Background: an optimization exercise with open tools, aiming at small area, a short achievable clock period and few clock cycles. Do not read the settings as production practice. RTL that was checked went through simulation tests only; none was proved equivalent to the original.

==> branch pepper: inputs <==
==> flow/design.v (excerpt) <==
module geofence (clk, reset, X, Y, valid, is_inside);
    input clk;
    input reset;
    input [9:0] X;
    input [9:0] Y;
    output valid;
    output is_inside;
    reg [3:0] phase;
    reg [9:0] tx, ty;
    reg       vsx, vsy, lsx, lsy, rsx, rsy;
    reg [9:0] vmx, vmy, lmx, lmy, rmx, rmy;
    reg       inside_acc;
    reg       _valid, _inside;
    assign valid = _valid;
    assign is_inside = _inside;
    wire [10:0] ex = {1'b0, X} + {1'b0, ~tx};
    wire [10:0] ey = {1'b0, Y} + {1'b0, ~ty};
    wire        dsx = ~ex[10];
    wire        dsy = ~ey[10];
    wire [9:0]  dmx = dsx ? ~ex[9:0] : ex[9:0] + 10'd1;
    wire [9:0]  dmy = dsy ? ~ey[9:0] : ey[9:0] + 10'd1;
    wire ge_l, ge_r;   
    geofence_cmp cmp_l (.a(lmx), .b(vmy), .c(vmx), .d(lmy), .msb(ge_l));
    geofence_cmp cmp_r (.a(rmx), .b(vmy), .c(vmx), .d(rmy), .msb(ge_r));
    wire s1l = lsx ^ vsy, s2l = vsx ^ lsy;
    wire s1r = rsx ^ vsy, s2r = vsx ^ rsy;
    wire nl1 = s1l, nl0 = s1l ^ (s1l == s2l);
    wire nr1 = s1r, nr0 = s1r ^ (s1r == s2r);
    wire nl = ge_l ? nl1 : nl0;
    wire nr = ge_r ? nr1 : nr0;
    wire active = (phase >= 4'd3) && (phase <= 4'd7);
    wire [3:0] upd_l_t = {nl1 & nr1, nl1 & nr0, nl0 & nr1, nl0 & nr0};
    wire [3:0] upd_r_t = {~nl1 & ~nr1, ~nl1 & ~nr0, ~nl0 & ~nr1, ~nl0 & ~nr0};
    wire upd_l = active & upd_l_t[{ge_l, ge_r}];
    wire upd_r = active & upd_r_t[{ge_l, ge_r}];
    wire wrap = nl & ~nr;
    always @(posedge clk or posedge reset) begin
        if (reset) begin
            phase <= 4'd0;
            _valid <= 1'b0;
            _inside <= 1'b0;
  ...
==> module geofence, before the edit <==
module geofence (clk, reset, X, Y, valid, is_inside);
    input clk;
    input reset;
    input [9:0] X;
    input [9:0] Y;
    output valid;
    output is_inside;
    reg [3:0] phase;
    reg [9:0] tx, ty;
    reg       vsx, vsy, lsx, lsy, rsx, rsy;
    reg [9:0] vmx, vmy, lmx, lmy, rmx, rmy;
    reg       inside_acc;
    reg       _valid, _inside;
    assign valid = _valid;
    assign is_inside = _inside;
    wire [10:0] ex = {1'b0, X} + {1'b0, ~tx};
    wire [10:0] ey = {1'b0, Y} + {1'b0, ~ty};
    wire        dsx = ~ex[10];
    wire        dsy = ~ey[10];
    wire [9:0]  dmx = dsx ? ~ex[9:0] : ex[9:0] + 10'd1;
    wire [9:0]  dmy = dsy ? ~ey[9:0] : ey[9:0] + 10'd1;
    wire ge_l, ge_r;   
    geofence_cmp cmp_l (.a(lmx), .b(vmy), .c(vmx), .d(lmy), .msb(ge_l));
    geofence_cmp cmp_r (.a(rmx), .b(vmy), .c(vmx), .d(rmy), .msb(ge_r));
    wire s1l = lsx ^ vsy, s2l = vsx ^ lsy;
    wire s1r = rsx ^ vsy, s2r = vsx ^ rsy;
    wire nl1 = s1l, nl0 = s1l ^ (s1l == s2l);
    wire nr1 = s1r, nr0 = s1r ^ (s1r == s2r);
    wire nl = ge_l ? nl1 : nl0;
    wire nr = ge_r ? nr1 : nr0;
    wire active = (phase >= 4'd3) && (phase <= 4'd7);
    wire [3:0] upd_l_t = {nl1 & nr1, nl1 & nr0, nl0 & nr1, nl0 & nr0};
    wire [3:0] upd_r_t = {~nl1 & ~nr1, ~nl1 & ~nr0, ~nl0 & ~nr1, ~nl0 & ~nr0};
    wire upd_l = active & upd_l_t[{ge_l, ge_r}];
    wire upd_r = active & upd_r_t[{ge_l, ge_r}];
    wire wrap = nl & ~nr;
    always @(posedge clk or posedge reset) begin
        if (reset) begin
            phase <= 4'd0;
            _valid <= 1'b0;
            _inside <= 1'b0;
        end else begin
            phase <= (phase == 4'd8) ? 4'd0 : phase + 4'd1;
            _valid <= (phase == 4'd7);
            if (phase == 4'd7) _inside <= inside_acc | wrap;
        end
    end
    always @(posedge clk) begin
        if (phase == 4'd0) begin
            tx <= X;
            ty <= Y;
        end
        vsx <= dsx; vsy <= dsy; vmx <= dmx; vmy <= dmy;
        if (phase == 4'd2) begin
            lsx <= vsx; lsy <= vsy; lmx <= vmx; lmy <= vmy;
            rsx <= vsx; rsy <= vsy; rmx <= vmx; rmy <= vmy;
            inside_acc <= 1'b0;
        end else begin
            if (upd_l) begin
                lsx <= vsx; lsy <= vsy; lmx <= vmx; lmy <= vmy;
            end
            if (upd_r) begin
                rsx <= vsx; rsy <= vsy; rmx <= vmx; rmy <= vmy;
            end
            if (active & wrap) inside_acc <= 1'b1;
        end
    end
endmodule
export LEC_CHECK = 0
export ABC_CLOCK_PERIOD_IN_PS = 6000
export CAP_MARGIN = 20
export CORE_MARGIN = 2
export CORE_UTILIZATION = 60
export SETUP_SLACK_MARGIN = 5
export SLEW_MARGIN = 20
create_clock -name core_clock -period 12.0 [get_ports {clk}]
standard.sh (not shown) runs the stock make flow with config.mk's settings and CLKGATE_MAP_FILE= SYNTH_SCRIPT=/design/flow/synth_recipe.tcl, a recipe that flattens the netlist after the stock synthesis.
==> flow/flow/run.sh <==
#!/bin/bash
# The standard layout, with one step added after synthesis: flow/fapol.py
# picks the polarity of each full-adder cell (a full adder is self-dual) so
# that fewer inverters are left between the adders of the carry-save trees.
# It changes only combinational cells; the registers keep their names and cells.
# Each tool's output goes to a log here: synth.log, fapol.log, finish.log
# (ORFS also keeps each step's log under orfs/logs).
set -euo pipefail
R=orfs/results/$FLOW_PLATFORM/geofence/base
bash standard.sh synth > synth.log 2>&1
cp $R/1_2_yosys.v $R/1_2_yosys.std.v
python3 flow/fapol.py $R/1_2_yosys.std.v $R/1_2_yosys.v > fapol.log 2>&1
rm -f $R/1_synth.odb $R/1_synth.sdc
bash standard.sh finish > finish.log 2>&1
Other scripts of this flow, unchanged in this note and not shown: flow/flow/fapol.py
==> branch umber: changes against branch pepper <==
--- a/flow/design.v
+++ b/flow/design.v
@@ -9,6 +9,7 @@
     reg [9:0] tx, ty;
     reg       vsx, vsy, lsx, lsy, rsx, rsy;
     reg [9:0] vmx, vmy, lmx, lmy, rmx, rmy;
+    reg [9:0] vmx_n, vmy_n;   
     reg       inside_acc;
     reg       _valid, _inside;
     assign valid = _valid;
@@ -21,7 +22,7 @@
     wire [9:0]  dmy = dsy ? ~ey[9:0] : ey[9:0] + 10'd1;
     wire ge_l, ge_r;   
     geofence_cmp cmp_l (.a(lmx), .b(vmy), .c(vmx), .d(lmy), .msb(ge_l));
-    geofence_cmp cmp_r (.a(rmx), .b(vmy), .c(vmx), .d(rmy), .msb(ge_r));
+    geofence_cmp cmp_r (.a(rmx), .b(~vmy_n), .c(~vmx_n), .d(rmy), .msb(ge_r));
     wire s1l = lsx ^ vsy, s2l = vsx ^ lsy;
     wire s1r = rsx ^ vsy, s2r = vsx ^ rsy;
     wire nl1 = s1l, nl0 = s1l ^ (s1l == s2l);
@@ -51,6 +52,7 @@
             ty <= Y;
         end
         vsx <= dsx; vsy <= dsy; vmx <= dmx; vmy <= dmy;
+        vmx_n <= ~dmx; vmy_n <= ~dmy;
         if (phase == 4'd2) begin
             lsx <= vsx; lsy <= vsy; lmx <= vmx; lmy <= vmy;
             rsx <= vsx; rsy <= vsy; rmx <= vmx; rmy <= vmy;
==> summary.txt <==
Maximum fanout along the worst path: branch pepper 22; branch umber 11
Final design area excluding fillers: branch pepper 15500 um^2; branch umber 16500 um^2
Inverters: branch pepper 196; branch umber 202
Status: branch pepper complete, no violations; branch umber complete, no violations
Total routing usage reported by global routing: branch pepper 0.284; branch umber 0.290
CP Data Required Time: branch pepper 12.01 ns; branch umber 12.08 ns
Final Cycle Share: branch pepper 0.558; branch umber 0.554
Wirelength per Cell: branch pepper 19.6 um; branch umber 20.1 um
Crit path time final: branch pepper 6.69 ns; branch umber 6.64 ns
Multi-In Gates: branch pepper 1041; branch umber 1046
Area of the core: branch pepper 24200 um^2; branch umber 25100 um^2
Number of sequential storage elements: branch pepper 93; branch umber 113
Worst hold slack across all endpoints: branch pepper 0.479 ns; branch umber 0.492 ns
Maximum achievable frequency: branch pepper 0.149 GHz; branch umber 0.151 GHz
Number of fill cells: branch pepper 1999; branch umber 2046
Synthesized netlist net count: branch pepper 1856; branch umber 1847
Post-synth design cell area: branch pepper 14700 um^2; branch umber 15300 um^2
Testbench counts of branch pepper, summed over its fixed seeds: cycles 10,800.
Function not checked in branch umber: the RTL went through the layout flow alone.

static timing again, ports no longer ideal:
No port has a modelled driver above. Below, the same layouts with a new extraction and two added sets of constraints. Step 1: set_driving_cell puts a clkbuf_16 on clk and a buf_2 on each other input, an assumption about the parent block. Step 2 times the ports against the registers' clock, not the clock port: input delays grow and output delays shrink by t, the midpoint of the rising clock arrivals with the driver on. Slacks: no drivers / after step 1 / after step 2; pairs: no drivers / after step 1.
run	t (ns)	setup WS [ns]	worst hold slack (ns)	worst data-port slew with drivers (ns)
branch pepper	0.386	5.306 / 5.306 / 5.306	0.479 / 0.479 / 0.479	0.04
branch umber	0.447	5.356 / 5.356 / 5.356	0.492 / 0.492 / 0.492	0.03
After both steps setup and hold are still met in every run listed.
